From an optimization exercise on the open Yosys and OpenROAD flow, aimed at small area, a short achievable clock period and few clock cycles; shortcuts taken in it are not production practice. At most, simulation tests tie the RTL to the original design; equivalence was not proved. Function not checked in runs 1 and 2: the RTL went through the layout flow alone.

==> flow/design.v (outline; a module is shown in full before it is edited, if it fits) <==
// module jt900h_div: 64 lines
// module jt900h_alu: 200 lines
// module jt900h_mul: 468 lines
module jt900h_alu(
    input             rst,
    input             clk,
    input             cen,
    input      [31:0] op0,       
    input      [31:0] op1,       
    input      [31:0] op2,       
    input             bs,ws,qs,
    input             div_sign,       
    input             div,
    output            div_busy,
    input       [4:0] alu_sel,
    input       [2:0] cx_sel,
    input             nin, hin, cin, zin,
    output            s,z,p,c,v,
    output reg        h,
    output reg [31:0] rslt
);
  // ...
==> flow/run.sh <==
#!/bin/bash
# synth_recipe.tcl (not shown) runs the flow's synth.tcl, then flattens the netlist and writes it again
# the make line also repeats each setting of config.mk as NAME=value (left out here)
make -C /OpenROAD-flow-scripts/flow DESIGN_CONFIG=/design/flow/config.mk WORK_HOME=/design/flow/orfs CLKGATE_MAP_FILE= SYNTH_SCRIPT=/design/flow/synth_recipe.tcl finish
==> flow/config.mk <==
export PLATFORM = sky130hd
export DESIGN_NAME = jt900h_alu
export DESIGN_NICKNAME = jt900h_alu
export VERILOG_FILES = /design/flow/design.v
export SDC_FILE = /design/flow/constraint.sdc
export NUM_CORES = 4
export LEC_CHECK = 0
export CAP_MARGIN = 20
export CORE_MARGIN = 2
export CORE_UTILIZATION = 40
export PLACE_DENSITY = 0.6
export SLEW_MARGIN = 20
==> flow/constraint.sdc <==
create_clock -name core_clock -period 17.0 [get_ports {clk}]
set_input_delay 3.4000 -clock core_clock [delete_from_list [all_inputs] [get_ports {clk}]]
set_output_delay 3.4000 -clock core_clock [all_outputs]
set_load 0.01 [all_outputs]
==> results.sh, run 1 <==
export IMPL_row_count=89
export IMPL_hold_viol_final=0
export IMPL_reg2reg_depth=43
export IMPL_port_buffers=153
export IMPL_slew_headroom_pct=25.9
export IMPL_crit_family="adder cells"
export IMPL_holdCritPathClass="reg -> reg"
export IMPL_r2r_start="u_div.d[1]"
export IMPL_drtIter0Drc=2935
export IMPL_setup_slack_ns=0.901
export IMPL_cts_root_buffer="clkbuf_16"
export IMPL_final_instance_count_excl_fill=4081
export IMPL_synth_cell_types=105
export IMPL_antenna_found_initial=7
export IMPL_grt_pass1_vias=24300
export IMPL_whs_path_depth=1
export IMPL_clkTransAtPathRegs_ns=0.07
export IMPL_crit_buf_inv=8
export IMPL_postCtsHoldBufs=0
export IMPL_ys_seq_elements=53
export IMPL_cp_start_kind="input port"
export IMPL_drive_gt1_share_pct=4.93
export IMPL_rsz0062_at_grt="false"
export IMPL_crit_cells=28
export IMPL_seq_share_pct=4.71
export IMPL_yosys_top_cells_count="318 x inv_1, 306 x xnor2_1, 269 x ha_1"
export IMPL_min_from="u_div.cnt[0]"
export IMPL_critPathLaunch="op1[3]"
export IMPL_grt_pass1_wl_um=155000
export IMPL_fmax_ghz=0.0621
export IMPL_tightestPinTransition_ns=1.10
export IMPL_status="finished clean"
==> module jt900h_div, before the edit <==
module jt900h_div(
    input             rst,
    input             clk,
    input             cen,
    input      [31:0] op0,  
    input      [15:0] op1,  
    input             len,
    input             start,
    input             sign,
    output     [15:0] quot,
    output     [15:0] rem,
    output reg        busy,
    output            v
);
localparam STEPS = 4;
localparam NQL = 32/STEPS;  
reg  [15:0] r, s, d;
reg  [ 2:0] cnt;
reg         lng;
wire        sign0 = len ? op0[31] : op0[15];
wire        sign1 = len ? op1[15] : op1[7];
wire        neg0  = sign & sign0;
wire        neg1  = sign & sign1;
wire [31:0] a     = neg0 ? -op0 : op0;           
wire [15:0] b16   = neg1 ? -op1 : op1;
wire [15:0] dm    = len ? b16 : { 8'd0, b16[7:0] };  
wire        long0 = len ? a[31:16] >= dm : a[15:8] >= dm[7:0];
reg  [15:0] rr, ss;
reg  [16:0] t, dif;
integer k;
always @* begin
    rr = r;
    ss = s;
    for( k=0; k<STEPS; k=k+1 ) begin
        t   = { rr, ss[15] };
        dif = t - { 1'b0, d };
        ss  = { ss[14:0], ~dif[16] };
        rr  = dif[16] ? t[15:0] : dif[15:0];
    end
end
always @(posedge clk) begin
    if( start ) begin
        d   <= dm;
        lng <= long0;
        r   <= long0 ? 16'd0 : len ? a[31:16] : { 8'd0, a[15:8] };
        s   <= len ? ( long0 ? a[31:16] : a[15:0] ) : ( long0 ? a[15:0] : { a[7:0], 8'd0 } );
        cnt <= len ? ( long0 ? NQL-1 : NQL/2-1 ) : ( long0 ? NQL/2-1 : NQL/4-1 );
    end else begin
        r   <= rr;
        s   <= ( len && lng && cnt==NQL/2 ) ? a[15:0] : ss;
        cnt <= cnt - 1'd1;
    end
end
always @(posedge clk or posedge rst) begin
    if( rst )
        busy <= 0;
    else
        busy <= start | ( busy && cnt!=0 );
end
wire rsi = sign & (sign0 ^ sign1);
assign quot = rsi  ? -s : s;
assign rem  = neg0 ? -r : r;
assign v    = lng | ( sign & ( len ? s[15] : s[7] ) );
endmodule
==> module jt900h_alu, before the edit <==
module jt900h_alu(
    input             rst,
    input             clk,
    input             cen,
    input      [31:0] op0,       
    input      [31:0] op1,       
    input      [31:0] op2,       
    input             bs,ws,qs,
    input             div_sign,       
    input             div,
    output            div_busy,
    input       [4:0] alu_sel,
    input       [2:0] cx_sel,
    input             nin, hin, cin, zin,
    output            s,z,p,c,v,
    output reg        h,
    output reg [31:0] rslt
);
localparam [4:0]
    NOP_ALU  = 5'd0,
    ADD_ALU  = 5'd1,
    SUB_ALU  = 5'd2,
    DAA_ALU  = 5'd3,
    BAND_ALU = 5'd4,
    BOR_ALU  = 5'd5,
    BXOR_ALU = 5'd6,
    BSET_ALU = 5'd7,
    AND_ALU  = 5'd8,
    OR_ALU   = 5'd9,
    XOR_ALU  = 5'd10,
    CPL_ALU  = 5'd11,
    MUL_ALU  = 5'd12,
    MULS_ALU = 5'd13,
    SH4_ALU  = 5'd14,
    DIV_ALU  = 5'd15,
    SHL_ALU  = 5'd16,
    SHR_ALU  = 5'd17,
    RRD_ALU  = 5'd18,
    RLD_ALU  = 5'd19,
    MIRR_ALU = 5'd20,
    BS1B_ALU = 5'd21,
    MOD_ALU  = 5'd22;
localparam [2:0]
    NONE_CX  = 3'd0,
    CIN_CX   = 3'd1,
    COM_CX   = 3'd2,
    B0_CX    = 3'd3,
    HI_CX    = 3'd4,
    ZF_CX    = 3'd5,
    SA_CX    = 3'd6,
    SH_CX    = 3'd7;
reg  cx, c8, c16, c32, vv;
reg  [ 7:0] daa;
wire [15:0] div_quot, div_rem;
wire        bsel, div_v;
reg         upper02, upper03, upper08, upper09, upperaf, upper9f,
            upper7f, upper6f, lower09, loweraf, lower03, lower6f, cdaa;
jt900h_div u_div (
    .rst  ( rst         ),
    .clk  ( clk         ),
    .cen  ( cen         ),
    .op0  ( op0         ),  
    .op1  ( op1[15:0]   ),
    .len  ( qs          ),
    .sign ( div_sign    ),
    .start( div         ),
    .quot ( div_quot    ),
    .rem  ( div_rem     ),
    .busy ( div_busy    ),
    .v    ( div_v       )
);
always @* begin
    {cdaa,daa} = 0;
    upper02 = op0[7:4]<=2;
    upper03 = op0[7:4]<=3;
    upper08 = op0[7:4]<=8;
    upper09 = op0[7:4]<=9;
    upperaf = ~upper09;
    upper9f = ~upper08;
    upper7f = op0[7:4]>=7;
    upper6f = op0[7:4]>=6;
    lower09 = op0[3:0]<=9;
    loweraf = ~lower09;
    lower03 = op0[3:0]<=3;
    lower6f = op0[3:0]>=6;
    if( !nin && !cin && upper09 && !hin && lower09 ) { cdaa, daa } = 9'h000;
    if( !nin && !cin && upper08 && !hin && loweraf ) { cdaa, daa } = 9'h006;
    if( !nin && !cin && upper09 &&  hin && lower03 ) { cdaa, daa } = 9'h006;
    if( !nin && !cin && upperaf && !hin && lower09 ) { cdaa, daa } = 9'h160;
    if( !nin && !cin && upper9f && !hin && loweraf ) { cdaa, daa } = 9'h166;
    if( !nin && !cin && upperaf &&  hin && lower03 ) { cdaa, daa } = 9'h166;
    if( !nin &&  cin && upper02 && !hin && lower09 ) { cdaa, daa } = 9'h160;
    if( !nin &&  cin && upper02 && !hin && loweraf ) { cdaa, daa } = 9'h166;
    if( !nin &&  cin && upper03 &&  hin && lower03 ) { cdaa, daa } = 9'h166;
    if(  nin && !cin && upper09 && !hin && lower09 ) { cdaa, daa } = 9'h000;
    if(  nin && !cin && upper08 &&  hin && lower6f ) { cdaa, daa } = 9'h0fa;
    if(  nin &&  cin && upper7f && !hin && lower09 ) { cdaa, daa } = 9'h1a0;
    if(  nin &&  cin && upper6f &&  hin && lower6f ) { cdaa, daa } = 9'h19a;
end
wire        sub  = alu_sel==SUB_ALU;
wire [31:0] addb = sub ? ~op1 : op1;
wire [32:0] sumx = {1'b0,op0} + {1'b0,addb} + {32'd0,cx^sub};
wire [31:0] sum  = sumx[31:0];
wire [31:0] cry  = sum ^ op0 ^ addb;     
wire [31:0] mp;
jt900h_mul u_mul(
    .a ( { alu_sel[0] & op0[15], op0[15:0] } ),
    .b ( { alu_sel[0] & op1[15], op1[15:0] } ),
    .p ( mp )
);
assign bsel = op0[op1[3:0]];
always @* begin
    case( cx_sel )
        CIN_CX:  cx =  cin;
        COM_CX:  cx = ~cin;
        B0_CX:   cx = op0[0];  
        HI_CX:   cx = 1;
        ZF_CX:   cx = ~zin;
        SA_CX:   cx = bs ? op2[7] : ws ? op2[15] : op2[31];    
        SH_CX:   cx = op2[0];
        default: cx = 0;
    endcase
    {c32,c16,c8}={3{cx}};
    vv   = 0;
    rslt = op0;
    h    = 0;
    case(alu_sel)
        ADD_ALU, SUB_ALU: begin
            rslt = sum;
            h    = cry[ 4] ^ sub;
            c8   = cry[ 8] ^ sub;
            c16  = cry[16] ^ sub;
            c32  = sumx[32] ^ sub;
            vv   = bs ? &{op0[ 7],addb[ 7],~sum[ 7]}|&{~op0[ 7],~addb[ 7],sum[ 7]} :
                   ws ? &{op0[15],addb[15],~sum[15]}|&{~op0[15],~addb[15],sum[15]} :
                        &{op0[31],addb[31],~sum[31]}|&{~op0[31],~addb[31],sum[31]};
        end
        DAA_ALU:  {c8, rslt[7:0]}= {cdaa,daa};
        BAND_ALU: begin {c32,c16,c8} =  {3{bsel & cx}}; rslt[op1[3:0]]=c8; end
        BOR_ALU:  begin {c32,c16,c8} =  {3{bsel | cx}}; rslt[op1[3:0]]=c8; end
        BXOR_ALU: begin {c32,c16,c8} =  {3{bsel ^ cx}}; rslt[op1[3:0]]=c8; end
        BSET_ALU: begin {c32,c16,c8} =  {3{bsel ^ cx}}; rslt[op1[3:0]]=cx; end
        AND_ALU:  rslt = op0&op1;
        OR_ALU:   rslt = op0|op1;
        XOR_ALU:  rslt = op0^op1;
        CPL_ALU:  rslt[15:0] = ~op0[15:0];
        MUL_ALU, MULS_ALU: rslt = mp[31:0];
        SH4_ALU:  rslt = { 27'd0, op1[3:0]==0, op1[3:0] };  
        DIV_ALU: begin
            if( ws )
                rslt[15:0] = { div_rem[ 7:0], div_quot[ 7:0] };
            else
                rslt[31:0] = { div_rem[15:0], div_quot[15:0] };
            vv = div_v;
        end
        SHL_ALU: begin  
            {c32,rslt} = {op2,cx};
            c8  = op2[ 7];
            c16 = op2[15];
        end
        SHR_ALU: begin  
            {rslt,c8} = {cx,op2};
            if( bs ) rslt[ 7] = cx;
            if( ws ) rslt[15] = cx;
            {c32,c16} = {2{op2[0]}};
        end
        RRD_ALU: rslt[15:0] = { op1[3:0], op0[7:4], op1[7:4], op0[3:0] };  
        RLD_ALU: rslt[15:0] = { op0[3:0], op1[3:0], op1[7:4], op0[7:4] };  
        MIRR_ALU: rslt[15:0] = {
                op0[0], op0[1], op0[2], op0[3], op0[4], op0[5], op0[6], op0[7],
                op0[8], op0[9], op0[10], op0[11], op0[12], op0[13], op0[14], op0[15] };
        BS1B_ALU: casez(op0[15:0])  
            16'b1???_????_????_????: rslt[7:0] = 15;
            16'b01??_????_????_????: rslt[7:0] = 14;
            16'b001?_????_????_????: rslt[7:0] = 13;
            16'b0001_????_????_????: rslt[7:0] = 12;
            16'b0000_1???_????_????: rslt[7:0] = 11;
            16'b0000_01??_????_????: rslt[7:0] = 10;
            16'b0000_001?_????_????: rslt[7:0] = 9;
            16'b0000_0001_????_????: rslt[7:0] = 8;
            16'b0000_0000_1???_????: rslt[7:0] = 7;
            16'b0000_0000_01??_????: rslt[7:0] = 6;
            16'b0000_0000_001?_????: rslt[7:0] = 5;
            16'b0000_0000_0001_????: rslt[7:0] = 4;
            16'b0000_0000_0000_1???: rslt[7:0] = 3;
            16'b0000_0000_0000_01??: rslt[7:0] = 2;
            16'b0000_0000_0000_001?: rslt[7:0] = 1;
            16'b0000_0000_0000_0001: rslt[7:0] = 0;
            default: begin rslt[7:0]=0; vv=1; end
        endcase
        MOD_ALU: rslt[15:0] = (op0[15:0]&~op1[15:0])|(op2[15:0]&op1[15:0]);
        default:;
    endcase
end
assign z = bs ? rslt[7:0]==0 : ws ? rslt[15:0]==0 : rslt==0;
assign s = bs ? rslt[7] : ws ? rslt[15] : rslt[31];
assign v = vv;
assign c = bs ? c8 : ws ? c16 : c32;
assign p = bs ? ~^rslt[7:0] : ~^rslt[15:0];
endmodule
==> inputs of run 2 (changes only) <==
--- a/flow/design.v
+++ b/flow/design.v
@@ -48,5 +48,6 @@
 localparam STEPS = 4;
 localparam NQL = 32/STEPS;  
-reg  [15:0] r, s, d;
+reg  [15:0] r, s, d;     
+reg         dc;          
 reg  [ 2:0] cnt;
 reg         lng;
@@ -56,7 +57,8 @@
 wire        neg1  = sign & sign1;
 wire [31:0] a     = neg0 ? -op0 : op0;           
-wire [15:0] b16   = neg1 ? -op1 : op1;
-wire [15:0] dm    = len ? b16 : { 8'd0, b16[7:0] };  
-wire        long0 = len ? a[31:16] >= dm : a[15:8] >= dm[7:0];
+wire [15:0] dn    = len ? op1 ^ {16{~neg1}} : { 8'hff, op1[7:0] ^ {8{~neg1}} };
+wire [15:0] ahi   = len ? a[31:16] : { 8'd0, a[15:8] };
+wire [16:0] cmp0  = { 1'b0, ahi } + { 1'b1, dn } + { 16'd0, ~neg1 };
+wire        long0 = ~cmp0[16];
 reg  [15:0] rr, ss;
 reg  [16:0] t, dif;
@@ -67,5 +69,5 @@
     for( k=0; k<STEPS; k=k+1 ) begin
         t   = { rr, ss[15] };
-        dif = t - { 1'b0, d };
+        dif = t + { 1'b1, d } + { 16'd0, dc };
         ss  = { ss[14:0], ~dif[16] };
         rr  = dif[16] ? t[15:0] : dif[15:0];
@@ -74,7 +76,8 @@
 always @(posedge clk) begin
     if( start ) begin
-        d   <= dm;
+        d   <= dn;
+        dc  <= ~neg1;
         lng <= long0;
-        r   <= long0 ? 16'd0 : len ? a[31:16] : { 8'd0, a[15:8] };
+        r   <= long0 ? 16'd0 : ahi;
         s   <= len ? ( long0 ? a[31:16] : a[15:0] ) : ( long0 ? a[15:0] : { a[7:0], 8'd0 } );
         cnt <= len ? ( long0 ? NQL-1 : NQL/2-1 ) : ( long0 ? NQL/2-1 : NQL/4-1 );
@@ -111,6 +114,6 @@
     input             nin, hin, cin, zin,
     output            s,z,p,c,v,
-    output reg        h,
-    output reg [31:0] rslt
+    output            h,
+    output     [31:0] rslt
 );
 localparam [4:0]
@@ -147,8 +150,8 @@
     SA_CX    = 3'd6,
     SH_CX    = 3'd7;
-reg  cx, c8, c16, c32, vv;
+reg         cx;
 reg  [ 7:0] daa;
 wire [15:0] div_quot, div_rem;
-wire        bsel, div_v;
+wire        div_v;
 reg         upper02, upper03, upper08, upper09, upperaf, upper9f,
             upper7f, upper6f, lower09, loweraf, lower03, lower6f, cdaa;
@@ -195,16 +198,4 @@
     if(  nin &&  cin && upper6f &&  hin && lower6f ) { cdaa, daa } = 9'h19a;
 end
-wire        sub  = alu_sel==SUB_ALU;
-wire [31:0] addb = sub ? ~op1 : op1;
-wire [32:0] sumx = {1'b0,op0} + {1'b0,addb} + {32'd0,cx^sub};
-wire [31:0] sum  = sumx[31:0];
-wire [31:0] cry  = sum ^ op0 ^ addb;     
-wire [31:0] mp;
-jt900h_mul u_mul(
-    .a ( { alu_sel[0] & op0[15], op0[15:0] } ),
-    .b ( { alu_sel[0] & op1[15], op1[15:0] } ),
-    .p ( mp )
-);
-assign bsel = op0[op1[3:0]];
 always @* begin
     case( cx_sel )
@@ -218,80 +209,124 @@
         default: cx = 0;
     endcase
-    {c32,c16,c8}={3{cx}};
-    vv   = 0;
-    rslt = op0;
-    h    = 0;
-    case(alu_sel)
-        ADD_ALU, SUB_ALU: begin
-            rslt = sum;
-            h    = cry[ 4] ^ sub;
-            c8   = cry[ 8] ^ sub;
-            c16  = cry[16] ^ sub;
-            c32  = sumx[32] ^ sub;
-            vv   = bs ? &{op0[ 7],addb[ 7],~sum[ 7]}|&{~op0[ 7],~addb[ 7],sum[ 7]} :
-                   ws ? &{op0[15],addb[15],~sum[15]}|&{~op0[15],~addb[15],sum[15]} :
-                        &{op0[31],addb[31],~sum[31]}|&{~op0[31],~addb[31],sum[31]};
-        end
-        DAA_ALU:  {c8, rslt[7:0]}= {cdaa,daa};
-        BAND_ALU: begin {c32,c16,c8} =  {3{bsel & cx}}; rslt[op1[3:0]]=c8; end
-        BOR_ALU:  begin {c32,c16,c8} =  {3{bsel | cx}}; rslt[op1[3:0]]=c8; end
-        BXOR_ALU: begin {c32,c16,c8} =  {3{bsel ^ cx}}; rslt[op1[3:0]]=c8; end
-        BSET_ALU: begin {c32,c16,c8} =  {3{bsel ^ cx}}; rslt[op1[3:0]]=cx; end
-        AND_ALU:  rslt = op0&op1;
-        OR_ALU:   rslt = op0|op1;
-        XOR_ALU:  rslt = op0^op1;
-        CPL_ALU:  rslt[15:0] = ~op0[15:0];
-        MUL_ALU, MULS_ALU: rslt = mp[31:0];
-        SH4_ALU:  rslt = { 27'd0, op1[3:0]==0, op1[3:0] };  
-        DIV_ALU: begin
-            if( ws )
-                rslt[15:0] = { div_rem[ 7:0], div_quot[ 7:0] };
-            else
-                rslt[31:0] = { div_rem[15:0], div_quot[15:0] };
-            vv = div_v;
-        end
-        SHL_ALU: begin  
-            {c32,rslt} = {op2,cx};
-            c8  = op2[ 7];
-            c16 = op2[15];
-        end
-        SHR_ALU: begin  
-            {rslt,c8} = {cx,op2};
-            if( bs ) rslt[ 7] = cx;
-            if( ws ) rslt[15] = cx;
-            {c32,c16} = {2{op2[0]}};
+end
+wire m_add  = alu_sel==ADD_ALU;
+wire m_sub  = alu_sel==SUB_ALU;
+wire m_as   = m_add | m_sub;
+wire m_daa  = alu_sel==DAA_ALU;
+wire m_band = alu_sel==BAND_ALU;
+wire m_bor  = alu_sel==BOR_ALU;
+wire m_bxor = alu_sel==BXOR_ALU;
+wire m_bset = alu_sel==BSET_ALU;
+wire m_bit  = m_band | m_bor | m_bxor | m_bset;
+wire m_and  = alu_sel==AND_ALU;
+wire m_or   = alu_sel==OR_ALU;
+wire m_xor  = alu_sel==XOR_ALU;
+wire m_cpl  = alu_sel==CPL_ALU;
+wire m_mul  = alu_sel==MUL_ALU || alu_sel==MULS_ALU;
+wire m_sh4  = alu_sel==SH4_ALU;
+wire m_div  = alu_sel==DIV_ALU;
+wire m_shl  = alu_sel==SHL_ALU;
+wire m_shr  = alu_sel==SHR_ALU;
+wire m_rrd  = alu_sel==RRD_ALU;
+wire m_rld  = alu_sel==RLD_ALU;
+wire m_mirr = alu_sel==MIRR_ALU;
+wire m_bs1b = alu_sel==BS1B_ALU;
+wire m_mod  = alu_sel==MOD_ALU;
+wire [31:0] addb = m_sub ? ~op1 : op1;
+wire [31:0] sum;
+wire        sum_co;
+jt900h_add32 u_add( .a(op0), .b(addb), .ci(cx^m_sub), .s(sum), .co(sum_co) );
+wire [31:0] cry  = sum ^ op0 ^ addb;     
+wire [31:0] mp;
+jt900h_mul u_mul(
+    .a ( { alu_sel[0] & op0[15], op0[15:0] } ),
+    .b ( { alu_sel[0] & op1[15], op1[15:0] } ),
+    .p ( mp )
+);
+localparam [3:0] TT_OP0 = 4'b1100, TT_OP1 = 4'b1010, TT_NOT0 = 4'b0011,
+                 TT_AND = 4'b1000, TT_OR  = 4'b1110, TT_XOR  = 4'b0110;
+reg  [3:0] tt_hi, tt_15, tt_11, tt_7, tt_3;
+always @* begin
+    tt_hi = TT_OP0; tt_15 = TT_OP0; tt_11 = TT_OP0; tt_7 = TT_OP0; tt_3 = TT_OP0;
+    if( m_and ) begin tt_hi = TT_AND; tt_15 = TT_AND; tt_11 = TT_AND; tt_7 = TT_AND; tt_3 = TT_AND; end
+    if( m_or  ) begin tt_hi = TT_OR;  tt_15 = TT_OR;  tt_11 = TT_OR;  tt_7 = TT_OR;  tt_3 = TT_OR;  end
+    if( m_xor ) begin tt_hi = TT_XOR; tt_15 = TT_XOR; tt_11 = TT_XOR; tt_7 = TT_XOR; tt_3 = TT_XOR; end
+    if( m_as | m_shl | m_shr | m_sh4 | (m_div & ~ws) ) tt_hi = 0;
+    if( m_as | m_shl | m_shr | m_sh4 | m_div | m_mirr | m_mod ) begin
+        tt_15 = 0; tt_11 = 0; tt_7 = 0; tt_3 = 0;
+    end
+    if( m_cpl ) begin tt_15 = TT_NOT0; tt_11 = TT_NOT0; tt_7 = TT_NOT0; tt_3 = TT_NOT0; end
+    if( m_daa | m_bs1b ) begin tt_7 = 0; tt_3 = 0; end
+    if( m_rrd ) begin tt_15 = 0; tt_11 = 0; tt_7 = TT_OP1; tt_3 = TT_OP0; end
+    if( m_rld ) begin tt_15 = 0; tt_11 = 0; tt_7 = TT_OP1; tt_3 = 0;      end
+    if( m_sh4 ) tt_3 = TT_OP1;
+end
+reg nb1, nb0;
+always @* begin
+    nb1 = cx; nb0 = cx;              
+    if( m_band ) begin nb1 = cx;  nb0 = 0;  end
+    if( m_bor  ) begin nb1 = 1;   nb0 = cx; end
+    if( m_bxor ) begin nb1 = ~cx; nb0 = cx; end
+end
+wire [ 3:0] bidx = op1[3:0];
+wire        bsel = op0[bidx];
+wire [31:0] shl  = { op2[30:0], cx };
+wire [31:0] shr  = { cx, op2[31:17], ws ? cx : op2[16], op2[15:9], bs ? cx : op2[8], op2[7:1] };
+wire [15:0] mirr = { op0[0], op0[1], op0[2], op0[3], op0[4], op0[5], op0[6], op0[7],
+                     op0[8], op0[9], op0[10], op0[11], op0[12], op0[13], op0[14], op0[15] };
+wire [15:0] divr = ws ? { div_rem[7:0], div_quot[7:0] } : div_quot;
+reg  [ 3:0] bs1;
+integer k;
+always @* begin
+    bs1 = 0;
+    for( k=0; k<16; k=k+1 ) if( op0[k] ) bs1 = k[3:0];
+end
+reg [31:0] ro;   
+reg [ 3:0] tt;
+always @* begin
+    for( k=0; k<32; k=k+1 ) begin
+        tt = k>=16 ? tt_hi : k>=12 ? tt_15 : k>=8 ? tt_11 : k>=4 ? tt_7 : tt_3;
+        ro[k] = tt[{op0[k],op1[k]}] | (m_as & sum[k]) | (m_shl & shl[k]) | (m_shr & shr[k]);
+        if( k>=16 ) ro[k] = ro[k] | (m_div & ~ws & div_rem[k-16]);
+        if( k<16 ) begin
+            ro[k] = ro[k] | (m_div & divr[k]) | (m_mirr & mirr[k]) |
+                    (m_mod & (op1[k] ? op2[k] : op0[k]));
+            if( m_bit && bidx==k ) ro[k] = op0[k] ? nb1 : nb0;
         end
-        RRD_ALU: rslt[15:0] = { op1[3:0], op0[7:4], op1[7:4], op0[3:0] };  
-        RLD_ALU: rslt[15:0] = { op0[3:0], op1[3:0], op1[7:4], op0[7:4] };  
-        MIRR_ALU: rslt[15:0] = {
-                op0[0], op0[1], op0[2], op0[3], op0[4], op0[5], op0[6], op0[7],
-                op0[8], op0[9], op0[10], op0[11], op0[12], op0[13], op0[14], op0[15] };
-        BS1B_ALU: casez(op0[15:0])  
-            16'b1???_????_????_????: rslt[7:0] = 15;
-            16'b01??_????_????_????: rslt[7:0] = 14;
-            16'b001?_????_????_????: rslt[7:0] = 13;
-            16'b0001_????_????_????: rslt[7:0] = 12;
-            16'b0000_1???_????_????: rslt[7:0] = 11;
-            16'b0000_01??_????_????: rslt[7:0] = 10;
-            16'b0000_001?_????_????: rslt[7:0] = 9;
-            16'b0000_0001_????_????: rslt[7:0] = 8;
-            16'b0000_0000_1???_????: rslt[7:0] = 7;
-            16'b0000_0000_01??_????: rslt[7:0] = 6;
-            16'b0000_0000_001?_????: rslt[7:0] = 5;
-            16'b0000_0000_0001_????: rslt[7:0] = 4;
-            16'b0000_0000_0000_1???: rslt[7:0] = 3;
-            16'b0000_0000_0000_01??: rslt[7:0] = 2;
-            16'b0000_0000_0000_001?: rslt[7:0] = 1;
-            16'b0000_0000_0000_0001: rslt[7:0] = 0;
-            default: begin rslt[7:0]=0; vv=1; end
-        endcase
-        MOD_ALU: rslt[15:0] = (op0[15:0]&~op1[15:0])|(op2[15:0]&op1[15:0]);
-        default:;
-    endcase
+        if( k<8 ) ro[k] = ro[k] | (m_daa & daa[k]);
+    end
+    ro[3:0] = ro[3:0] | ( {4{m_rld}} & op0[7:4] ) | ( {4{m_bs1b}} & bs1 );
+    ro[15:12] = ro[15:12] | ( {4{m_rld}} & op0[3:0] ) | ( {4{m_rrd}} & op1[3:0] );
+    ro[11: 8] = ro[11: 8] | ( {4{m_rrd}} & op0[7:4] ) | ( {4{m_rld}} & op1[3:0] );
+    ro[4] = ro[4] | ( m_sh4 & op1[3:0]==0 );
 end
-assign z = bs ? rslt[7:0]==0 : ws ? rslt[15:0]==0 : rslt==0;
+wire bnew = bsel ? nb1 : nb0;
+wire [2:0] sz = { qs, ws, bs };
+wire cflag = m_as  ? ( bs ? cry[8] : ws ? cry[16] : sum_co ) ^ m_sub :
+             m_daa ? ( bs ? cdaa : cx ) :
+             m_bit ? ( m_bset ? bsel ^ cx : bnew ) :
+             m_shl ? ( bs ? op2[7] : ws ? op2[15] : op2[31] ) :
+             m_shr ? op2[0] : cx;
+wire vadd = bs ? cry[7] ^ cry[8] : ws ? cry[15] ^ cry[16] : cry[31] ^ sum_co;
+assign v = ( m_as & vadd ) | ( m_div & div_v ) | ( m_bs1b & op0[15:0]==0 );
+assign c = cflag;
+assign h = m_as & ( cry[4] ^ m_sub );
+reg  [16:0] za, zb;
+reg         zm8, zm16;
+always @* begin
+    za[0] = 1; zb[0] = 1;
+    for( k=1; k<17; k=k+1 ) begin
+        za[k] = za[k-1] & ~op0[k-1];
+        zb[k] = zb[k-1] & ~op1[k-1];
+    end
+    zm8 = 0; zm16 = 0;
+    for( k=0; k<9;  k=k+1 ) zm8  = zm8  | ( za[k] & zb[8-k] );
+    for( k=0; k<17; k=k+1 ) zm16 = zm16 | ( za[k] & zb[16-k] );
+end
+wire        zm = bs ? zm8 : ws ? zm16 : za[16] | zb[16];
+wire        zo = bs ? ro[7:0]==0 : ws ? ro[15:0]==0 : ro==0;
+assign rslt = m_mul ? mp : ro;
+assign z = m_mul ? zm : zo;
 assign s = bs ? rslt[7] : ws ? rslt[15] : rslt[31];
-assign v = vv;
-assign c = bs ? c8 : ws ? c16 : c32;
 assign p = bs ? ~^rslt[7:0] : ~^rslt[15:0];
 endmodule
@@ -764,2 +799,126 @@
 assign p = r0 + r1;
 endmodule
+module jt900h_add32(input [31:0] a, input [31:0] b, input ci, output [31:0] s, output co);
+wire [31:0] p0 = a ^ b;
+wire [31:0] g0 = a & b;
+wire gg0 = g0[0] | ( p0[0] & ci );
+wire g_1_0 = g0[1] | ( p0[1] & gg0 );
+wire g_3_2 = g0[3] | ( p0[3] & g0[2] );
+wire p_3_2 = p0[3] & p0[2];
+wire g_5_4 = g0[5] | ( p0[5] & g0[4] );
+wire p_5_4 = p0[5] & p0[4];
+wire g_7_6 = g0[7] | ( p0[7] & g0[6] );
+wire p_7_6 = p0[7] & p0[6];
+wire g_9_8 = g0[9] | ( p0[9] & g0[8] );
+wire p_9_8 = p0[9] & p0[8];
+wire g_11_10 = g0[11] | ( p0[11] & g0[10] );
+wire p_11_10 = p0[11] & p0[10];
+wire g_13_12 = g0[13] | ( p0[13] & g0[12] );
+wire p_13_12 = p0[13] & p0[12];
+wire g_15_14 = g0[15] | ( p0[15] & g0[14] );
+wire p_15_14 = p0[15] & p0[14];
+wire g_17_16 = g0[17] | ( p0[17] & g0[16] );
+wire p_17_16 = p0[17] & p0[16];
+wire g_19_18 = g0[19] | ( p0[19] & g0[18] );
+wire p_19_18 = p0[19] & p0[18];
+wire g_21_20 = g0[21] | ( p0[21] & g0[20] );
+wire p_21_20 = p0[21] & p0[20];
+wire g_23_22 = g0[23] | ( p0[23] & g0[22] );
+wire p_23_22 = p0[23] & p0[22];
+wire g_25_24 = g0[25] | ( p0[25] & g0[24] );
+wire p_25_24 = p0[25] & p0[24];
+wire g_27_26 = g0[27] | ( p0[27] & g0[26] );
+wire p_27_26 = p0[27] & p0[26];
+wire g_29_28 = g0[29] | ( p0[29] & g0[28] );
+wire p_29_28 = p0[29] & p0[28];
+wire g_31_30 = g0[31] | ( p0[31] & g0[30] );
+wire p_31_30 = p0[31] & p0[30];
+wire g_3_0 = g_3_2 | ( p_3_2 & g_1_0 );
+wire g_7_4 = g_7_6 | ( p_7_6 & g_5_4 );
+wire p_7_4 = p_7_6 & p_5_4;
+wire g_11_8 = g_11_10 | ( p_11_10 & g_9_8 );
+wire p_11_8 = p_11_10 & p_9_8;
+wire g_15_12 = g_15_14 | ( p_15_14 & g_13_12 );
+wire p_15_12 = p_15_14 & p_13_12;
+wire g_19_16 = g_19_18 | ( p_19_18 & g_17_16 );
+wire p_19_16 = p_19_18 & p_17_16;
+wire g_23_20 = g_23_22 | ( p_23_22 & g_21_20 );
+wire p_23_20 = p_23_22 & p_21_20;
+wire g_27_24 = g_27_26 | ( p_27_26 & g_25_24 );
+wire p_27_24 = p_27_26 & p_25_24;
+wire g_31_28 = g_31_30 | ( p_31_30 & g_29_28 );
+wire p_31_28 = p_31_30 & p_29_28;
+wire g_7_0 = g_7_4 | ( p_7_4 & g_3_0 );
+wire g_15_8 = g_15_12 | ( p_15_12 & g_11_8 );
+wire p_15_8 = p_15_12 & p_11_8;
+wire g_23_16 = g_23_20 | ( p_23_20 & g_19_16 );
+wire p_23_16 = p_23_20 & p_19_16;
+wire g_31_24 = g_31_28 | ( p_31_28 & g_27_24 );
+wire p_31_24 = p_31_28 & p_27_24;
+wire g_15_0 = g_15_8 | ( p_15_8 & g_7_0 );
+wire g_31_16 = g_31_24 | ( p_31_24 & g_23_16 );
+wire p_31_16 = p_31_24 & p_23_16;
+wire g_31_0 = g_31_16 | ( p_31_16 & g_15_0 );
+wire g_23_0 = g_23_16 | ( p_23_16 & g_15_0 );
+wire g_11_0 = g_11_8 | ( p_11_8 & g_7_0 );
+wire g_19_0 = g_19_16 | ( p_19_16 & g_15_0 );
+wire g_27_0 = g_27_24 | ( p_27_24 & g_23_0 );
+wire g_5_0 = g_5_4 | ( p_5_4 & g_3_0 );
+wire g_9_0 = g_9_8 | ( p_9_8 & g_7_0 );
+wire g_13_0 = g_13_12 | ( p_13_12 & g_11_0 );
+wire g_17_0 = g_17_16 | ( p_17_16 & g_15_0 );
+wire g_21_0 = g_21_20 | ( p_21_20 & g_19_0 );
+wire g_25_0 = g_25_24 | ( p_25_24 & g_23_0 );
+wire g_29_0 = g_29_28 | ( p_29_28 & g_27_0 );
+wire g_2_0 = g0[2] | ( p0[2] & g_1_0 );
+wire g_4_0 = g0[4] | ( p0[4] & g_3_0 );
+wire g_6_0 = g0[6] | ( p0[6] & g_5_0 );
+wire g_8_0 = g0[8] | ( p0[8] & g_7_0 );
+wire g_10_0 = g0[10] | ( p0[10] & g_9_0 );
+wire g_12_0 = g0[12] | ( p0[12] & g_11_0 );
+wire g_14_0 = g0[14] | ( p0[14] & g_13_0 );
+wire g_16_0 = g0[16] | ( p0[16] & g_15_0 );
+wire g_18_0 = g0[18] | ( p0[18] & g_17_0 );
+wire g_20_0 = g0[20] | ( p0[20] & g_19_0 );
+wire g_22_0 = g0[22] | ( p0[22] & g_21_0 );
+wire g_24_0 = g0[24] | ( p0[24] & g_23_0 );
+wire g_26_0 = g0[26] | ( p0[26] & g_25_0 );
+wire g_28_0 = g0[28] | ( p0[28] & g_27_0 );
+wire g_30_0 = g0[30] | ( p0[30] & g_29_0 );
+wire [32:0] c;
+assign c[0] = ci;
+assign c[1] = gg0;
+assign c[2] = g_1_0;
+assign c[3] = g_2_0;
+assign c[4] = g_3_0;
+assign c[5] = g_4_0;
+assign c[6] = g_5_0;
+assign c[7] = g_6_0;
+assign c[8] = g_7_0;
+assign c[9] = g_8_0;
+assign c[10] = g_9_0;
+assign c[11] = g_10_0;
+assign c[12] = g_11_0;
+assign c[13] = g_12_0;
+assign c[14] = g_13_0;
+assign c[15] = g_14_0;
+assign c[16] = g_15_0;
+assign c[17] = g_16_0;
+assign c[18] = g_17_0;
+assign c[19] = g_18_0;
+assign c[20] = g_19_0;
+assign c[21] = g_20_0;
+assign c[22] = g_21_0;
+assign c[23] = g_22_0;
+assign c[24] = g_23_0;
+assign c[25] = g_24_0;
+assign c[26] = g_25_0;
+assign c[27] = g_26_0;
+assign c[28] = g_27_0;
+assign c[29] = g_28_0;
+assign c[30] = g_29_0;
+assign c[31] = g_30_0;
+assign c[32] = g_31_0;
+assign s = p0 ^ c[31:0];
+assign co = c[32];
+endmodule
--- a/flow/config.mk
+++ b/flow/config.mk
@@ -8,5 +8,6 @@
 export CAP_MARGIN = 20
 export CORE_MARGIN = 2
-export CORE_UTILIZATION = 40
-export PLACE_DENSITY = 0.6
+export CORE_UTILIZATION = 55
+export PLACE_DENSITY = 0.7
+export SETUP_SLACK_MARGIN = 4
 export SLEW_MARGIN = 20
==> results.sh, run 2 <==
export IMPL_path_max_fanout=36
export IMPL_rsz0062_at_grt="true"
export IMPL_synth_area_mm2=0.0236
export IMPL_cts_tree="yes"
export IMPL_synth_area_leaders="fa_1 11%, ha_1 9.0%, xnor2_1 6.5%, nor2_1 6.0%, o21ai_0 5.5%"
export IMPL_syn_area_per_cell_um2=7.08
export IMPL_row_count=75
export IMPL_placed_cell_area_mm2=0.0253
export IMPL_clock_sinks=54
export IMPL_synth_edf_count=18
export IMPL_via_per_inst=7.23
export IMPL_fmax_ghz=0.0770
export IMPL_crit_path_end_kind="primary output"
export IMPL_grt_overflow_total=0
export IMPL_crit_family="adder cells"
export IMPL_tightestPinTransition_ns=1.11
export IMPL_async_reset_ff_share_pct=1.85
export IMPL_clockBufferDepth=2
export IMPL_critPathSlowestCell="nor2_1"
export IMPL_grt_pass1_wl_um=160000
export IMPL_drv_slew=0
export IMPL_wl_met3_um=14100
export IMPL_wl_met2_um=46600
export IMPL_fin_crit_ns=12.99
export IMPL_crit_top_cell="fa_1"
export IMPL_vias=28500
export IMPL_cts_root_buffer="clkbuf_16"
export IMPL_clkTransAtPathRegs_ns=0.08
export IMPL_ys_flop_type="dfxtp_1"
export IMPL_ant_nets=0
export IMPL_r2r_start="u_div.dc"
export IMPL_synth_fp_nets=3742
export IMPL_multi_input_area_mm2=0.0213
export IMPL_grt_pass1_vias=26700
export IMPL_cp_start_kind="input port"
export IMPL_ys_warn_count=2
export IMPL_die_h_um=211
export IMPL_maxCapViolCount=0
export IMPL_r2r_slack_ns=4.58
export IMPL_finalWirelength_um=108000
export IMPL_yosysSeqAreaShare_pct=5.37
export IMPL_final_common_cell="nor2_1"
export IMPL_crit_chain="buf_2, buf_12, buf_12, nor2_1, a21oi_1, o21ai_0, fa_1, fa_1, inv_1, fa_1, fa_1, ha_1, a21o_1, a21oi_1, o21ai_0, a41o_1, or4_1, a31oi_1, xor2_1, mux2i_1, dlygate4sd2_1"
export IMPL_slew_headroom_pct=25.2
export IMPL_top_layer="met5"
export IMPL_worst_hold_slack_ns=0.413
export IMPL_design_area_mm2=0.0277
export IMPL_synth_cell_types=100
export IMPL_first_pass_iters=7
export IMPL_finClkSkew_ns=0.00519
export IMPL_htreeDepth=2
export IMPL_core_mm2=0.0421
export IMPL_wl_met1_um=38800
export IMPL_dieArea_mm2=0.0445
export IMPL_arrival_ns=9.59
export IMPL_syn_to_final_growth_pct=17.4
export IMPL_critical_path_class="in -> out"
export IMPL_ios=155
export IMPL_min_to="u_div.cnt[0]"
export IMPL_holdCritPathClass="reg -> reg"
export IMPL_cts_made_buffers=5
export IMPL_antenna_found_initial=4
export IMPL_post_drt_wl_per_cell_um=27.4
export IMPL_grt_max_degree=71
export IMPL_setup_viol=0
export IMPL_status="finished clean"
export IMPL_finalSetupTns_ns=0
export IMPL_largestRegisters="u_div.d (16), u_div.r (16), u_div.s (16)"
export IMPL_max_stage_delay_ns=0.75
export IMPL_port_buffers=153
export IMPL_drive_gt1_share_pct=13.0
export IMPL_start_util_pct=55.9
export IMPL_timing_final_crit_share_pct=76.4
export IMPL_min_from="u_div.cnt[0]"
export IMPL_cp_data_required_time_ns=13.60
export IMPL_grt_usage_pct=46.6
export IMPL_yosys_top_cells_count="374 x nor2_1, 259 x o21ai_0, 252 x a21oi_1"
export IMPL_yosysMostFrequentCell="nor2_1"
export IMPL_reg2reg_depth=45
export IMPL_yosysTopAreaCellShare_pct=10.8
export IMPL_whs_path_depth=1
export IMPL_drtIter0Drc=4127
export IMPL_ys_seq_elements=54
export IMPL_postCtsHoldBufs=0
export IMPL_dp_hpwl_um=78200
export IMPL_regArea_mm2=0.00127
export IMPL_final_cell_mix="362 x nor2_1, 242 x a21oi_1, 241 x o21ai_0"
export IMPL_gp_congestion=1.03
export IMPL_worst_skew_pair_late_latency_ns=0.31
export IMPL_r2r_end="u_div.r[15]"
export IMPL_synth_cells=3329
export IMPL_die_w_um=211
export IMPL_synth_top_area_cell="fa_1"
export IMPL_drc_errors=0
export IMPL_fillers=3671
export IMPL_crit_buf_inv=5
export IMPL_fin_nets=3811
export IMPL_hold_viol_final=0
-- run 2: repair_timing --
| item | in CTS | in global routing |
|---|---|---|
| pin swaps | 29 | 43 |
| gates resized for setup | 284 | 143 |
| endpoints found under the setup margin | 45 | 32 |
| setup buffers | 50 | 40 |
| gates cloned | 9 | 4 |
| hold endpoints to repair | 0 | 0 |
-- run 2: layer usage --
| metal | up-vias | GRT usage [%] |
|---|---|---|
| met5 | - | 0 |
| met4 | 2 | 28.1 |
| met3 | 601 | 11.6 |
| met2 | 2191 | 72.7 |
| met1 | 13400 | 58.1 |
| li1 | 12300 | - |
-- run 2: how the worst max path moves through the flow --
stage                     startpoint  endpoint  slack [ns]  depth (start not counted)
after global routing          op1[2]  rslt[30]        3.79                         28
after CTS                     op2[0]         p        3.94                         31
after floorplan               op0[7]  rslt[29]        3.99                         27
after detailed placement     op2[15]         p        1.68                         31
final                     alu_sel[0]  rslt[30]        4.01                         21
after global placement       op2[15]         p        1.70                         31
-- run 2: logic make-up (layout without fill, tap and decap cells) --
kind of cell | count (synthesis) | in the layout | synth area share [%]
other | 0 | 1 | 0
AO/OA/AOI/OAI | 1192 | 1192 | 34.1
adder cells (fa/ha/maj) | 302 | 302 | 20.0
flip-flops | 54 | 54 | 5.37
XOR/XNOR | 246 | 246 | 9.31
AND/OR/NAND/NOR | 952 | 954 | 19.0
multiplexers | 94 | 94 | 4.31
buffers and inverters | 489 | 557 | 7.92
-- run 2: metrics by stage --
step	worst slack [ns]	util (%)	cells
floorplan	3.99	-	3329
global placement	1.70	60.1	3826
detailed placement	1.68	60.1	3827
CTS	3.94	63.8	3894
global route	3.79	65.7	3939
finish	4.01	65.7	3939
-- run 2: final cells by class --
type                            count  area share [%]
Multi-Input combinational cell   2788            77.0
Timing Repair Buffer              337            12.3
Sequential cell                    54            4.58
Inverter                          212            3.06
Tap cell                          539            2.44
Clock buffer                        6           0.466
Clock inverter                      2           0.136
Antenna cell                        1         0.00905
==> inputs of run 3 (changes only) <==
--- a/flow/design.v
+++ b/flow/design.v
@@ -61,17 +61,21 @@
 wire [16:0] cmp0  = { 1'b0, ahi } + { 1'b1, dn } + { 16'd0, ~neg1 };
 wire        long0 = ~cmp0[16];
-reg  [15:0] rr, ss;
-reg  [16:0] t, dif;
-integer k;
-always @* begin
-    rr = r;
-    ss = s;
-    for( k=0; k<STEPS; k=k+1 ) begin
-        t   = { rr, ss[15] };
-        dif = t + { 1'b1, d } + { 16'd0, dc };
-        ss  = { ss[14:0], ~dif[16] };
-        rr  = dif[16] ? t[15:0] : dif[15:0];
+wire [15:0] rs [0:STEPS];
+wire [15:0] ss [0:STEPS];
+assign rs[0] = r;
+assign ss[0] = s;
+genvar g;
+generate
+    for( g=0; g<STEPS; g=g+1 ) begin : steps
+        wire [16:0] t = { rs[g], ss[g][15] };
+        wire [16:0] dif;
+        wire        co;
+        jt900h_add17 u_sub( .a(t), .b({ 1'b1, d }), .ci(dc), .s(dif), .co(co) );
+        assign ss[g+1] = { ss[g][14:0], ~dif[16] };
+        assign rs[g+1] = dif[16] ? t[15:0] : dif[15:0];
     end
-end
+endgenerate
+wire [15:0] rr = rs[STEPS];
+wire [15:0] sx = ss[STEPS];
 always @(posedge clk) begin
     if( start ) begin
@@ -84,5 +88,5 @@
     end else begin
         r   <= rr;
-        s   <= ( len && lng && cnt==NQL/2 ) ? a[15:0] : ss;
+        s   <= ( len && lng && cnt==NQL/2 ) ? a[15:0] : sx;
         cnt <= cnt - 1'd1;
     end
@@ -99,4 +103,68 @@
 assign v    = lng | ( sign & ( len ? s[15] : s[7] ) );
 endmodule
+module jt900h_add17(input [16:0] a, input [16:0] b, input ci, output [16:0] s, output co);
+wire [16:0] p0 = a ^ b;
+wire [16:0] g0 = a & b;
+wire gg0 = g0[0] | ( p0[0] & ci );
+wire g_1_0 = g0[1] | ( p0[1] & gg0 );
+wire g_3_2 = g0[3] | ( p0[3] & g0[2] );
+wire p_3_2 = p0[3] & p0[2];
+wire g_5_4 = g0[5] | ( p0[5] & g0[4] );
+wire p_5_4 = p0[5] & p0[4];
+wire g_7_6 = g0[7] | ( p0[7] & g0[6] );
+wire p_7_6 = p0[7] & p0[6];
+wire g_9_8 = g0[9] | ( p0[9] & g0[8] );
+wire p_9_8 = p0[9] & p0[8];
+wire g_11_10 = g0[11] | ( p0[11] & g0[10] );
+wire p_11_10 = p0[11] & p0[10];
+wire g_13_12 = g0[13] | ( p0[13] & g0[12] );
+wire p_13_12 = p0[13] & p0[12];
+wire g_15_14 = g0[15] | ( p0[15] & g0[14] );
+wire p_15_14 = p0[15] & p0[14];
+wire g_3_0 = g_3_2 | ( p_3_2 & g_1_0 );
+wire g_7_4 = g_7_6 | ( p_7_6 & g_5_4 );
+wire p_7_4 = p_7_6 & p_5_4;
+wire g_11_8 = g_11_10 | ( p_11_10 & g_9_8 );
+wire p_11_8 = p_11_10 & p_9_8;
+wire g_15_12 = g_15_14 | ( p_15_14 & g_13_12 );
+wire p_15_12 = p_15_14 & p_13_12;
+wire g_7_0 = g_7_4 | ( p_7_4 & g_3_0 );
+wire g_15_8 = g_15_12 | ( p_15_12 & g_11_8 );
+wire p_15_8 = p_15_12 & p_11_8;
+wire g_15_0 = g_15_8 | ( p_15_8 & g_7_0 );
+wire g_11_0 = g_11_8 | ( p_11_8 & g_7_0 );
+wire g_5_0 = g_5_4 | ( p_5_4 & g_3_0 );
+wire g_9_0 = g_9_8 | ( p_9_8 & g_7_0 );
+wire g_13_0 = g_13_12 | ( p_13_12 & g_11_0 );
+wire g_2_0 = g0[2] | ( p0[2] & g_1_0 );
+wire g_4_0 = g0[4] | ( p0[4] & g_3_0 );
+wire g_6_0 = g0[6] | ( p0[6] & g_5_0 );
+wire g_8_0 = g0[8] | ( p0[8] & g_7_0 );
+wire g_10_0 = g0[10] | ( p0[10] & g_9_0 );
+wire g_12_0 = g0[12] | ( p0[12] & g_11_0 );
+wire g_14_0 = g0[14] | ( p0[14] & g_13_0 );
+wire g_16_0 = g0[16] | ( p0[16] & g_15_0 );
+wire [17:0] c;
+assign c[0] = ci;
+assign c[1] = gg0;
+assign c[2] = g_1_0;
+assign c[3] = g_2_0;
+assign c[4] = g_3_0;
+assign c[5] = g_4_0;
+assign c[6] = g_5_0;
+assign c[7] = g_6_0;
+assign c[8] = g_7_0;
+assign c[9] = g_8_0;
+assign c[10] = g_9_0;
+assign c[11] = g_10_0;
+assign c[12] = g_11_0;
+assign c[13] = g_12_0;
+assign c[14] = g_13_0;
+assign c[15] = g_14_0;
+assign c[16] = g_15_0;
+assign c[17] = g_16_0;
+assign s = p0 ^ c[16:0];
+assign co = c[17];
+endmodule
 module jt900h_alu(
     input             rst,
==> results.sh, run 3 <==
export IMPL_status="finished clean"
export IMPL_placed_cell_area_mm2=0.0247
export IMPL_row_count=74
export IMPL_crit_chain="clkdlybuf4s50_1, nor2b_4, nand2_4, buf_12, xnor2_1, ha_1, o21a_1, o21a_1, nand4_1, a21oi_4, buf_4, nor2_1, fa_1, o22ai_1, or4_1, a211o_1, a221oi_2, a21oi_2, mux2_4, xnor3_1, xnor3_1, nor2_2, xor2_1, clkdlybuf4s15_2"
export IMPL_port_buffers=153
export IMPL_ys_seq_elements=54
export IMPL_cp_start_kind="input port"
export IMPL_finalWirelength_um=106000
export IMPL_ys_warn_count=2
export IMPL_r2r_slack_ns=4.71
export IMPL_drive_gt1_share_pct=12.4
export IMPL_gp_congestion=1.05
export IMPL_cts_root_buffer="clkbuf_16"
export IMPL_ys_flop_type="dfxtp_1"
export IMPL_drc_errors=0
export IMPL_post_drt_wl_per_cell_um=27.9
export IMPL_yosysTopAreaCellShare_pct=13.6
export IMPL_design_area_mm2=0.0268
export IMPL_timing_final_crit_share_pct=76.3
export IMPL_critPathSlowestCell="or4_1"
export IMPL_drv_slew=0
export IMPL_crit_buf_inv=4
export IMPL_holdCritPathClass="reg -> reg"
export IMPL_cts_made_buffers=5
export IMPL_die_h_um=208
export IMPL_clockBufferDepth=2
export IMPL_arrival_ns=9.57
export IMPL_synth_cell_types=96
export IMPL_core_mm2=0.0409
export IMPL_dp_hpwl_um=77000
export IMPL_die_w_um=208
export IMPL_final_cell_mix="325 x nor2_1, 257 x nand2_1, 240 x o21ai_0"
export IMPL_synth_fp_nets=3641
export IMPL_clkTransAtPathRegs_ns=0.07
export IMPL_cp_data_required_time_ns=13.60
export IMPL_tightestPinTransition_ns=1.22
export IMPL_syn_area_per_cell_um2=7.13
export IMPL_path_max_fanout=32
export IMPL_fmax_ghz=0.0771
export IMPL_ios=155
export IMPL_ant_nets=0
export IMPL_synth_area_leaders="fa_1 14%, ha_1 9.0%, xnor2_1 6.4%, o21ai_0 5.6%, nor2_1 5.5%"
export IMPL_grt_max_degree=62
export IMPL_start_util_pct=55.9
export IMPL_pre_cts_slack_ns=1.51
export IMPL_async_reset_ff_share_pct=1.85
export IMPL_vias=27200
export IMPL_first_pass_iters=7
export IMPL_crit_family="simple AND/OR/NAND/NOR gates"
export IMPL_fillers=3531
export IMPL_dieArea_mm2=0.0432
export IMPL_largestRegisters="u_div.d (16), u_div.r (16), u_div.s (16)"
export IMPL_grt_overflow_total=0
export IMPL_syn_to_final_growth_pct=17.1
export IMPL_slew_headroom_pct=17.6
export IMPL_clock_sinks=54
export IMPL_setup_viol=0
export IMPL_antenna_found_initial=3
export IMPL_yosys_top_cells_count="337 x nor2_1, 265 x nand2_1, 256 x o21ai_0"
export IMPL_cts_tree="yes"
export IMPL_synth_area_mm2=0.0229
export IMPL_final_common_cell="nor2_1"
export IMPL_max_stage_delay_ns=0.55
export IMPL_critical_path_class="in -> out"
export IMPL_grt_usage_pct=46.4
export IMPL_finClkSkew_ns=0.0138
export IMPL_drtIter0Drc=4108
export IMPL_crit_path_end_kind="primary output"
export IMPL_rsz0062_at_grt="true"
export IMPL_via_per_inst=7.18
export IMPL_setup_slack_ns=4.03
export IMPL_yosysSeqAreaShare_pct=5.54
export IMPL_fin_nets=3696
export IMPL_yosysMostFrequentCell="nor2_1"
export IMPL_htreeDepth=2
export IMPL_grt_pass1_wl_um=156000
export IMPL_finalSetupTns_ns=0
export IMPL_hold_viol_final=0
export IMPL_worst_skew_pair_late_latency_ns=0.31
export IMPL_maxCapViolCount=0
export IMPL_fin_crit_ns=12.97
export IMPL_synth_cells=3205
export IMPL_synth_edf_count=18
export IMPL_grt_pass1_vias=25700
export IMPL_synth_top_area_cell="fa_1"
-- run 3: repair_timing --
item                                    CTS  global route
cloned                                    8             5
hold buffers                              0             0
endpoints found under the setup margin   29            19
pin swaps                                25            40
resized for setup                       214           143
buffers inserted                         33            26
-- run 3: metrics by stage --
stage | hold slack, ns | utilization, % | std cells
floorplan | 0.366 | - | 3205
global placement | 0.376 | 60.3 | 3713
detailed placement | 0.394 | 60.3 | 3713
CTS | 0.414 | 63.5 | 3762
global route | 0.425 | 65.4 | 3794
finish | 0.409 | 65.4 | 3794
-- run 3: final timing paths --
check                             start            to  cells after the start
max                          alu_sel[1]             p                     24
min                        u_div.cnt[0]  u_div.cnt[0]                      1
max reg2reg                    u_div.dc   u_div.r[15]                     42
min reg2reg                u_div.cnt[0]  u_div.cnt[0]                      1
max in group asynchronous           rst    u_div.busy                      2
min in group asynchronous           rst    u_div.busy                      2
-- run 3: kinds of logic after synthesis --
logic type                 synth area share, %
AOI/OAI and AO/OA                         31.3
xor gates and xnor gates                  9.26
adders and majority gates                 22.7
buffers and inverters                     8.38
muxes                                     4.30
and+or+nand+nor                           18.6
DFF                                       5.54
-- run 3: final cells by class --
cell class | instances | area [um^2] | area share, %
sequential | 54 | 1270 | 4.73
timing repair buffer | 319 | 3280 | 12.3
inverter | 228 | 875 | 3.27
clock inverter | 3 | 22.5 | 0.0842
tap | 532 | 666 | 2.49
clock buffer | 5 | 125 | 0.468
multi-input combinational | 2652 | 20500 | 76.7
antenna | 1 | 2.50 | 0.00935
-- run 3: layer usage --
metal  wire [um]  vias up  track usage [%]  share of wire, %
met5          13        -                0             0.012
met4        8570        2             27.7               8.1
met3       14100      612             11.6                13
met2       45400     2171             72.4                43
met1       37700    12800             57.7                36
li1            -    11600                -                 -
Testbench counts of run 3, summed over its fixed seeds: cycles 34,238.
==> inputs of run 4 (changes only) <==
==> flow/flow/run.sh (new file) <==
#!/bin/bash
# The standard layout, with plain buf_1 cells as the port buffers instead
# of the delay buffers buffer_ports picks by default. Every other step is the
# standard one. make's output goes to std_flow.log; ORFS keeps each step's log
# under orfs/logs.
set -euo pipefail
export BUFFER_PORTS_ARGS="-buffer_cell sky130_fd_sc_hd__buf_1"
bash standard.sh finish > std_flow.log 2>&1
==> flow/standard.sh (new file) <==
#!/bin/bash
# synth_recipe.tcl (not shown) runs the flow's synth.tcl, then flattens the netlist and writes it again
# the make line also repeats each setting of config.mk as NAME=value (left out here)
make -C /OpenROAD-flow-scripts/flow DESIGN_CONFIG=/design/flow/config.mk WORK_HOME=/design/flow/orfs CLKGATE_MAP_FILE= SYNTH_SCRIPT=/design/flow/synth_recipe.tcl "${@:-finish}"
--- a/flow/config.mk
+++ b/flow/config.mk
@@ -10,4 +10,4 @@
 export CORE_UTILIZATION = 55
 export PLACE_DENSITY = 0.7
-export SETUP_SLACK_MARGIN = 4
+export SETUP_SLACK_MARGIN = 3.5
 export SLEW_MARGIN = 20
removed: flow/run.sh
==> results.sh, run 4 <==
export IMPL_ys_flop_type="dfxtp_1"
export IMPL_htreeDepth=2
export IMPL_drive_gt1_share_pct=7.89
export IMPL_via_per_inst=7.11
export IMPL_fin_nets=3629
export IMPL_path_max_fanout=33
export IMPL_worst_skew_pair_late_latency_ns=0.31
export IMPL_synth_area_leaders="fa_1 14%, ha_1 9.0%, xnor2_1 6.4%, o21ai_0 5.6%, nor2_1 5.5%"
export IMPL_min_to="u_div.cnt[0]"
export IMPL_synth_top_area_cell="fa_1"
export IMPL_synth_cells=3205
export IMPL_slew_headroom_pct=21.5
export IMPL_crit_buf_inv=5
export IMPL_grt_pass1_wl_um=152000
export IMPL_yosys_top_cells_count="337 x nor2_1, 265 x nand2_1, 256 x o21ai_0"
export IMPL_crit_cells=23
export IMPL_yosysTopAreaCellShare_pct=13.6
export IMPL_first_pass_iters=9
export IMPL_finalWirelength_um=101000
export IMPL_final_util_pct=59.6
export IMPL_drc_errors=0
export IMPL_arrival_ns=9.89
export IMPL_die_w_um=208
export IMPL_dp_hpwl_um=76500
export IMPL_pre_cts_slack_ns=2.10
export IMPL_critical_path_class="in -> out"
export IMPL_r2r_end="u_div.r[5]"
export IMPL_antenna_found_initial=5
export IMPL_finalSetupTns_ns=0
export IMPL_critPathSlowestCell="and2_0"
export IMPL_rsz0062_at_grt="false"
export IMPL_timing_final_crit_share_pct=78.2
export IMPL_cts_root_buffer="clkbuf_16"
export IMPL_gp_congestion=1.04
export IMPL_die_h_um=208
export IMPL_max_stage_delay_ns=0.87
export IMPL_core_mm2=0.0409
export IMPL_clkTransAtPathRegs_ns=0.07
export IMPL_fmax_ghz=0.0752
export IMPL_grt_max_degree=62
export IMPL_r2r_start="u_div.dc"
export IMPL_syn_to_final_growth_pct=6.62
export IMPL_maxCapViolCount=0
export IMPL_finClkSkew_ns=0.00824
export IMPL_crit_path_end_kind="primary output"
export IMPL_tightestPinTransition_ns=1.17
export IMPL_whs_path_depth=1
export IMPL_crit_chain="clkbuf_2, buf_4, xor2_1, and2_0, a221oi_1, fa_1, inv_1, fa_1, inv_1, fa_1, fa_1, ha_1, a21o_1, a21o_1, a21oi_1, o21ai_0, a21oi_4, o21bai_1, o31ai_4, o21ai_0, a211o_1, a2bb2oi_1, buf_1"
export IMPL_ant_nets=0
export IMPL_crit_top_cell="fa_1"
export IMPL_final_common_cell="nor2_1"
export IMPL_status="finished clean"
export IMPL_synth_cell_types=96
export IMPL_drtIter0Drc=4129
export IMPL_port_buffers=153
export IMPL_syn_area_per_cell_um2=7.13
export IMPL_min_from="u_div.cnt[0]"
export IMPL_clockBufferDepth=2
export IMPL_r2r_slack_ns=4.94
export IMPL_ys_warn_count=2
export IMPL_dieArea_mm2=0.0432
export IMPL_ios=155
export IMPL_clock_sinks=54
export IMPL_cp_start_kind="input port"
export IMPL_fin_crit_ns=13.29
export IMPL_ys_seq_elements=54
export IMPL_start_util_pct=55.9
export IMPL_cts_tree="yes"
export IMPL_hold_viol_final=0
export IMPL_largestRegisters="u_div.d (16), u_div.r (16), u_div.s (16)"
export IMPL_synth_edf_count=18
export IMPL_row_count=74
export IMPL_grt_usage_pct=45.2
export IMPL_setup_viol=0
export IMPL_post_drt_wl_per_cell_um=27.2
export IMPL_yosysSeqAreaShare_pct=5.54
export IMPL_cts_made_buffers=5
export IMPL_setup_slack_ns=3.71
export IMPL_vias=26500
export IMPL_grt_overflow_total=0
export IMPL_cp_data_required_time_ns=13.60
export IMPL_async_reset_ff_share_pct=1.85
export IMPL_final_cell_mix="329 x nor2_1, 260 x nand2_1, 252 x o21ai_0"
export IMPL_synth_area_mm2=0.0229
export IMPL_crit_family="compound AO/OA/AOI/OAI gates"
export IMPL_reg2reg_depth=41
export IMPL_grt_pass1_vias=25300
export IMPL_yosysMostFrequentCell="nor2_1"
export IMPL_holdCritPathClass="reg -> reg"
export IMPL_drv_slew=0
export IMPL_synth_fp_nets=3641
==> run 4: cell counts after synthesis <==
No cell type changed its count.
==> run 4: how the worst max path moves through the flow <==
stage	from	end
6_report	op1[13]	s
5_1_grt	ws	z
4_1_cts	ws	z
3_5_place_dp	alu_sel[0]	z
3_3_place_gp	alu_sel[0]	z
2_1_floorplan	op1[1]	s
==> run 4: repair_timing <==
| item | CTS | global route |
|---|---|---|
| pin swaps | 2 | 4 |
| setup endpoints to repair | 13 | 11 |
| gates resized for setup | 42 | 53 |
| hold buffers | 0 | 0 |
| cloned | 1 | 0 |
| setup buffers | 3 | 5 |
==> run 4: final cells by class <==
type	instances	area, um^2
antenna	6	15.0
clock buffer	7	153
clock inverter	1	8.76
fill	3881	16600
inverter	228	867
multi-input combinational	2652	20000
sequential	54	1270
tap	532	666
timing repair buffer	252	1430
==> run 4: cell families (layout without fill, tap and decap cells) <==
family | count (synthesis) | after routing | synth area share (%)
other | 0 | 6 | 0
xor gates and xnor gates | 234 | 234 | 9.26
DFF | 54 | 54 | 5.54
buffers and inverters | 500 | 488 | 8.38
and+or+nand+nor | 927 | 928 | 18.6
AOI/OAI and AO/OA | 1075 | 1075 | 31.3
muxes | 94 | 94 | 4.30
adders and majority gates | 321 | 321 | 22.7
==> run 4: per-stage QoR <==
step	area [um^2]	hold slack, ns	cells
floorplan	22900	0.366	3205
detailed placement	23800	0.377	3709
global placement	23800	0.376	3709
finish	24400	0.395	3732
CTS	24200	0.394	3721
global route	24400	0.428	3730
==> run 4: metal layers <==
layer / vias to the layer above / global-route usage, % / share of wire, %
li1: 11500 / - / -
met1: 12600 / 56.7 / 37
met2: 1929 / 70.6 / 44
met3: 507 / 10.1 / 12
met4: 2 / 28.0 / 7.4
met5: - / 0 / 0.0099
==> inputs of run 5 (changes only) <==
--- a/flow/config.mk
+++ b/flow/config.mk
@@ -10,4 +10,4 @@
 export CORE_UTILIZATION = 55
 export PLACE_DENSITY = 0.7
-export SETUP_SLACK_MARGIN = 3.5
+export SETUP_SLACK_MARGIN = 4
 export SLEW_MARGIN = 20
==> results.sh, run 5 <==
export IMPL_path_max_fanout=12
export IMPL_ant_nets=0
export IMPL_rsz0062_at_grt="true"
export IMPL_cts_made_buffers=5
export IMPL_gp_congestion=1.04
export IMPL_yosysSeqAreaShare_pct=5.54
export IMPL_ys_seq_elements=54
export IMPL_crit_path_end_kind="primary output"
export IMPL_die_h_um=208
export IMPL_drv_slew=0
export IMPL_yosysTopAreaCellShare_pct=13.6
export IMPL_drive_gt1_share_pct=10.4
export IMPL_first_pass_iters=8
export IMPL_synth_area_mm2=0.0229
export IMPL_antenna_found_initial=4
export IMPL_synth_area_leaders="fa_1 14%, ha_1 9.0%, xnor2_1 6.4%, o21ai_0 5.6%, nor2_1 5.5%"
export IMPL_arrival_ns=9.51
export IMPL_holdCritPathClass="reg -> reg"
export IMPL_grt_pass1_vias=24600
export IMPL_ys_flop_type="dfxtp_1"
export IMPL_synth_top_area_cell="fa_1"
export IMPL_status="finished clean"
export IMPL_final_util_pct=61.7
export IMPL_grt_max_degree=62
export IMPL_ys_warn_count=2
export IMPL_cp_data_required_time_ns=13.60
export IMPL_drtIter0Drc=3963
export IMPL_async_reset_ff_share_pct=1.85
export IMPL_cts_root_buffer="clkbuf_16"
export IMPL_critical_path_class="in -> out"
export IMPL_clkTransAtPathRegs_ns=0.07
-- run 5: cell counts after synthesis --
Identical to the previous run, type by type.
-- run 5: worst paths after layout --
path | cells after the start | slack, ns | endpoint | startpoint
setup / recovery | 22 | 4.09 | s | op1[2]
hold / removal | 1 | 0.40 | u_div.cnt[0] | u_div.cnt[0]
setup reg to reg | 41 | 4.81 | u_div.r[1] | u_div.dc
hold reg to reg | 1 | 0.40 | u_div.cnt[0] | u_div.cnt[0]
max in group asynchronous | 2 | 14.02 | u_div.busy | rst
min in group asynchronous | 2 | 2.90 | u_div.busy | rst
-- run 5: final cells by class --
cell class,count,area (um^2),area share [%]
Timing Repair Buffer,277,1990,7.87
Inverter,228,883,3.50
Clock buffer,6,129,0.511
Tap cell,532,666,2.64
Sequential cell,54,1270,5.02
Clock inverter,2,17.5,0.0694
Antenna cell,5,12.5,0.0496
Multi-Input combinational cell,2654,20300,80.3
-- run 5: cell families (layout without fill, tap and decap cells) --
kind of cell	Yosys count	count (layout)	share of synthesized area [%]
flip-flops	54	54	5.54
XOR/XNOR	234	234	9.26
buffers and inverters	500	513	8.38
multiplexers	94	94	4.30
AND/OR/NAND/NOR	927	930	18.6
AO/OA/AOI/OAI	1075	1075	31.3
other	0	5	0
adder cells (fa/ha/maj)	321	321	22.7
-- run 5: timing repair --
| action | 4_1_cts | 5_1_grt |
|---|---|---|
| gates resized for setup | 121 | 114 |
| setup endpoints to repair | 23 | 14 |
| pin swaps | 11 | 23 |
| setup buffers | 10 | 25 |
| hold endpoints to repair | 0 | 0 |
| gates cloned | 1 | 10 |
| hold buffers | 0 | 0 |
-- run 5: layer usage --
layer / up-vias / track usage (%) / wire [um]
met2: 2025 / 69.2 / 43800
li1: 11600 / - / -
met1: 12500 / 58.9 / 38200
met4: 2 / 23.6 / 7800
met3: 539 / 8.97 / 13200
met5: - / 1.45 / 82
-- run 5: critical path, cell delays in order --
cell	delay, ns
clkbuf_2	0.18
buf_12	0.21
xor2_2	0.26
and2_4	0.25
a22oi_1	0.08
o21ai_1	0.15
fa_1	0.49
fa_2	0.58
inv_1	0.06
fa_1	0.44
fa_1	0.54
fa_1	0.44
ha_2	0.40
nand3_2	0.15
o31ai_2	0.49
a21oi_2	0.18
o21bai_1	0.31
o31ai_4	0.12
o21ai_0	0.25
a211o_1	0.27
a2bb2oi_2	0.10
buf_1	0.13
-- run 5: metrics by stage --
| step | worst slack, ns | cell area, um^2 | hold WS [ns] | std cells |
|---|---|---|---|---|
| 2_1_floorplan | 4.03 | 22900 | 0.366 | 3205 |
| 3_3_place_gp | 2.28 | 23700 | 0.375 | 3698 |
| 3_5_place_dp | 2.19 | 23700 | 0.378 | 3698 |
| 4_1_cts | 4.00 | 24400 | 0.396 | 3717 |
| 5_1_grt | 3.91 | 25200 | 0.422 | 3756 |
| 6_report | 4.09 | 25200 | 0.400 | 3758 |

[port drivers added, routing unchanged]
The results above use ideal ports. As a check the final layouts listed here were re-extracted and re-timed, cells and wires unchanged.
Step 1 assumes that a clkbuf_16 drives the clock port and a buf_2 every other input.
Step 2, shift: input delay + t, output delay - t, t = (earliest + latest rising clock arrival at the registers) / 2. This alone moves slack from input paths to output paths.
a / b / c = no drivers / after step 1 / after step 2; a / b = the first two.
run	t (ns)	setup slack, ns	hold slack, ns	clock arrival spread, ns
run 1	0.336	0.901 / 0.874 / 0.874	0.396 / 0.396 / 0.396	0.012 / 0.012
run 2	0.357	4.013 / 3.986 / 3.986	0.413 / 0.413 / 0.413	0.006 / 0.005
run 3	0.342	4.030 / 4.002 / 4.002	0.409 / 0.409 / 0.409	0.014 / 0.014
run 4	0.340	3.710 / 3.682 / 3.682	0.395 / 0.395 / 0.395	0.008 / 0.009
run 5	0.342	4.086 / 4.039 / 4.039	0.400 / 0.400 / 0.400	0.012 / 0.011
After both steps setup and hold are still met in every run listed. For run 5, which loses most, drivers alone change the setup slack by -0.047 ns; drivers and shift together by -0.047 ns.
